Context: an optimization exercise on an open-source flow, tuned for small area, a short achievable clock period and few clock cycles. The choices shown serve that exercise and are no tape-out recipe. Where RTL was checked, it was by simulation tests only, not by an equivalence proof against the original. Power figures rest on the tool's default switching activity, not on a simulated workload.

==> inputs of v28 <==
## Riscv151
module Riscv151 #(
    parameter CPU_CLOCK_FREQ    = 100_000_000,
    parameter RESET_PC          = 32'h4000_0000,
    parameter BAUD_RATE         = 115200
) (
    input  clk,
    input  rst,
    input  FPGA_SERIAL_RX,
    output FPGA_SERIAL_TX,
    output [31:0] csr,
    output [13:0] imem_addra,
    input  [31:0] imem_douta,
    output [13:0] imem_addrb,
    output [31:0] imem_dinb,
    output [3:0]  imem_web,
    output [11:0] bios_addra,
    input  [31:0] bios_douta,
    output [11:0] bios_addrb,
    input  [31:0] bios_doutb,
    output [13:0] dmem_addra,
    output [31:0] dmem_dina,
    output [3:0]  dmem_wea,
    input  [31:0] dmem_douta
);
export LEC_CHECK = 0
export CAP_MARGIN = 20
export CORE_MARGIN = 2
export CORE_UTILIZATION = 40
export CTS_CLUSTER_DIAMETER = 80
export CTS_CLUSTER_SIZE = 24
export SLEW_MARGIN = 20
create_clock -name core_clock -period 10.0 [get_ports {clk}]
standard.sh (not shown) runs the stock make flow with config.mk's settings and CLKGATE_MAP_FILE= SYNTH_SCRIPT=/design/flow/synth_recipe.tcl, a recipe that flattens the netlist after the stock synthesis.
==> flow/flow/run.sh <==
#!/bin/bash
set -euo pipefail
cd "$(dirname "$0")/.."
bash standard.sh SETUP_SLACK_MARGIN=6.5 "BUFFER_PORTS_ARGS=-buffer_cell sky130_fd_sc_hd__buf_2" finish > flow_make.log 2>&1
==> v29: changes against v28 <==
--- a/flow/design.v
+++ b/flow/design.v
@@ -87,17 +87,15 @@
     reg  [3:0]  iweM;              
     reg  [31:2] pcF2;              
     reg         vF2;               
     reg  [31:0] IR;
     reg  [31:2] pcD;
     reg         vD;
-    reg         offTD;             
-    reg         off1D;             
+    reg  [14:0] offD;              
+    reg         offFitD;           
     reg         okD;               
-    reg         h1X, h1M, h1W;     
-    reg         h2X, h2M, h2W;     
     reg         vX;
     reg  [31:0] opA, opB, aux;     
     reg  [4:0]  rdX;
     reg         wenX, ldX, stX, brX, jalrX, csrX, predX, biosX, subX, succX;
     reg  [7:0]  tagX;
     reg  [2:0]  f3X;
@@ -134,15 +132,13 @@
         end
     endgenerate
     wire        bhit = |bm & ~(~pcF[30] & |iweM);
     wire [15:2] bt   = bm[0] ? btgt[0] : bm[1] ? btgt[1] : bm[2] ? btgt[2] : btgt[3];
     wire [31:0] inst = pcF2[30] ? bios_douta : imem_douta;
     wire [31:2] offF2 = pcF - pcF2;           
-    wire [31:2] immF2 = inst[3] ? {{12{inst[31]}}, inst[19:12], inst[20], inst[30:22]}    
-                                : {{20{inst[31]}}, inst[7], inst[30:25], inst[11:9]};      
-    wire [4:0]  r1F2 = inst[19:15], r2F2 = inst[24:20];
+    wire        fitF2 = (offF2[31:16] == {16{offF2[16]}});
     wire [4:0]  opc  = IR[6:2];
     wire [2:0]  f3   = IR[14:12];
     wire [4:0]  rdD  = IR[11:7];
     wire [4:0]  rs1  = IR[19:15];
     wire [4:0]  rs2  = IR[24:20];
     wire isLUI   = (opc == 5'b01101);
@@ -162,14 +158,18 @@
     wire [31:0] immS = {{20{IR[31]}}, IR[31:25], IR[11:7]};
     wire [31:0] immU = {IR[31:12], 12'b0};
     wire [31:2] immBJ = IR[3] ? {{12{IR[31]}}, IR[19:12], IR[20], IR[30:22]}
                               : {{20{IR[31]}}, IR[7], IR[30:25], IR[11:9]};
     wire [31:2] tgtD = pcD + immBJ;
     wire [31:2] pcD1 = pcD + 30'd1;
-    wire hazard = (use1 & ((ldX & h1X) | (ldM & h1M))) |
-                  (use2 & ((ldX & h2X) | (ldM & h2M)));
+    wire ldXw = vX & ldX & wenX;
+    wire ldMw = ldM & wenM;
+    wire hit1X = (rs1 == rdX), hit2X = (rs2 == rdX);
+    wire hit1M = (rs1 == rdM), hit2M = (rs2 == rdM);
+    wire hazard = (use1 & ((ldXw & hit1X) | (ldMw & hit1M))) |
+                  (use2 & ((ldXw & hit2X) | (ldMw & hit2M)));
     wire [31:1] oh1, oh2;
     generate
         for (gi = 1; gi < 32; gi = gi + 1) begin : g_dec
             assign oh1[gi] = (rs1 == gi);
             assign oh2[gi] = (rs2 == gi);
         end
@@ -181,19 +181,22 @@
         rf2 = 32'd0;
         for (k = 1; k < 32; k = k + 1) begin
             rf1 = rf1 | ({32{oh1[k]}} & rf[k]);
             rf2 = rf2 | ({32{oh2[k]}} & rf[k]);
         end
     end
-    wire fX1 = h1X & ~ldX, fX2 = h2X & ~ldX;
-    wire fM1 = h1M & ~ldM, fM2 = h2M & ~ldM;
-    wire fW1 = h1W,        fW2 = h2W;
+    wire fX1 = vX & wenX & ~ldX & hit1X;
+    wire fX2 = vX & wenX & ~ldX & hit2X;
+    wire fM1 = wenM & ~ldM & hit1M, fM2 = wenM & ~ldM & hit2M;
+    wire fW1 = wenW & (rs1 == rdW),  fW2 = wenW & (rs2 == rdW);
     wire [31:0] rs1v = fM1 ? resM : fW1 ? wbW : rf1;
     wire [31:0] rs2v = fM2 ? resM : fW2 ? wbW : rf2;
-    wire predT  = isJAL | (isBR & (offTD | IR[31]));
-    wire dWrong = vD & ~okD & ~isJALR & (predT ? ~offTD : ~off1D);
+    wire offIsT = offFitD && (offD == immBJ[16:2]) && (immBJ[31:17] == {15{offD[14]}});
+    wire offIs1 = offFitD && (offD == 15'd1);
+    wire predT  = isJAL | (isBR & (offIsT | IR[31]));
+    wire dWrong = vD & ~okD & ~isJALR & (predT ? ~offIsT : ~offIs1);
     wire [31:2] dTarget = predT ? tgtD : pcD1;
     wire [31:0] A = opA;
     wire [31:0] B = opB;
     wire [32:0] sum = {1'b0, A} + {1'b0, B ^ {32{subX}}} + {32'd0, subX};
     wire ltu = ~sum[32];
     wire lt  = (A[31] ^ B[31]) ? A[31] : sum[31];
@@ -251,27 +254,16 @@
             vF2 <= ~(xRedirect | dRedir | refetch);
             if (xRedirect)  vD <= 1'b0;
             else if (advD)  vD <= vF2 & ~dRedir;
         end
         pcF2 <= pcF;
         if (advD) begin
-            h1X <= vD & wenD & (r1F2 == rdD);
-            h1M <= vX & wenX & (r1F2 == rdX);
-            h1W <= wenM & (r1F2 == rdM);
-            h2X <= vD & wenD & (r2F2 == rdD);
-            h2M <= vX & wenX & (r2F2 == rdX);
-            h2W <= wenM & (r2F2 == rdM);
-        end else begin
-            h1X <= 1'b0; h1M <= h1X; h1W <= h1M;
-            h2X <= 1'b0; h2M <= h2X; h2W <= h2M;
-        end
-        if (advD) begin
             IR      <= inst;
             pcD     <= pcF2;
-            offTD   <= (offF2 == immF2);
-            off1D   <= (offF2 == 30'd1);
+            offD    <= offF2[16:2];
+            offFitD <= fitF2;
             okD     <= 1'b0;
         end else if (dRedir) begin
             okD     <= 1'b1;
         end
     end
     reg         xInsM, xDropM;
==> notes <==
v28 reached the layout checks and failed them: capacitance limit, slew limit. v29 passed the timing, design-rule and antenna checks.
In v28 the sequential cell count is lower than in v29, by 8.
Against v29, the sequential power of v28 is higher by 3.9%.
Against v28, the power of v29 is lower by about 9%.
Against v29, the critical path depth of v28 is higher by 3.
==> figures <==
Worst-Margin Slew: v28 1650 ps; v29 1210 ps
Portion of total power attributed to combinational logic: v28 0.313; v29 0.234
Post-cts gate resize count: v28 696; v29 731
Sequential cell area: v28 0.0446 mm2; v29 0.0449 mm2
Routed length on met1: v28 139,000 um; v29 148,000 um
First-pass GRT wire length: v28 553,000 um; v29 576,000 um
Post-detailed-placement half-perimeter wirelength: v28 242,000 um; v29 262,000 um
Die span in y: v28 456 um; v29 458 um
GP Congestion: v28 1.04; v29 1.02
Outcome: v28 failed layout checks; v29 complete, no violations
Layout check failures: v28 capacitance limit, slew limit; v29 -
Testbench counts of v29, summed over its fixed seeds: cycles 224,474.
The RTL of v28 was laid out without a check of its function.

## port drivers added, routing unchanged
Ports are ideal in the flow. The routed layouts listed here were re-timed in OpenROAD.
Step 1 sets driving cells, clkbuf_16 on the clock port and buf_2 on the other inputs (assumed; they add their load-dependent delay and slew).
Step 2 also shifts input and output timing later by t, the mid clock arrival at the registers, as if the neighbouring blocks saw the same clock.
Slacks: ideal ports / drivers / drivers and shift; pairs: ideal ports / drivers.
run	t, ns	setup slack, ns	slew at the worst register clock pin (ns)	cell pins on the clock port's net
v28	0.910	5.766 / 5.815 / 4.905	0.11 / 0.11	1
v29	0.931	6.052 / 6.093 / 5.162	0.11 / 0.11	1
The setup slack of v29, which loses most, moves by +0.041 ns with the drivers and by -0.890 ns with both steps.
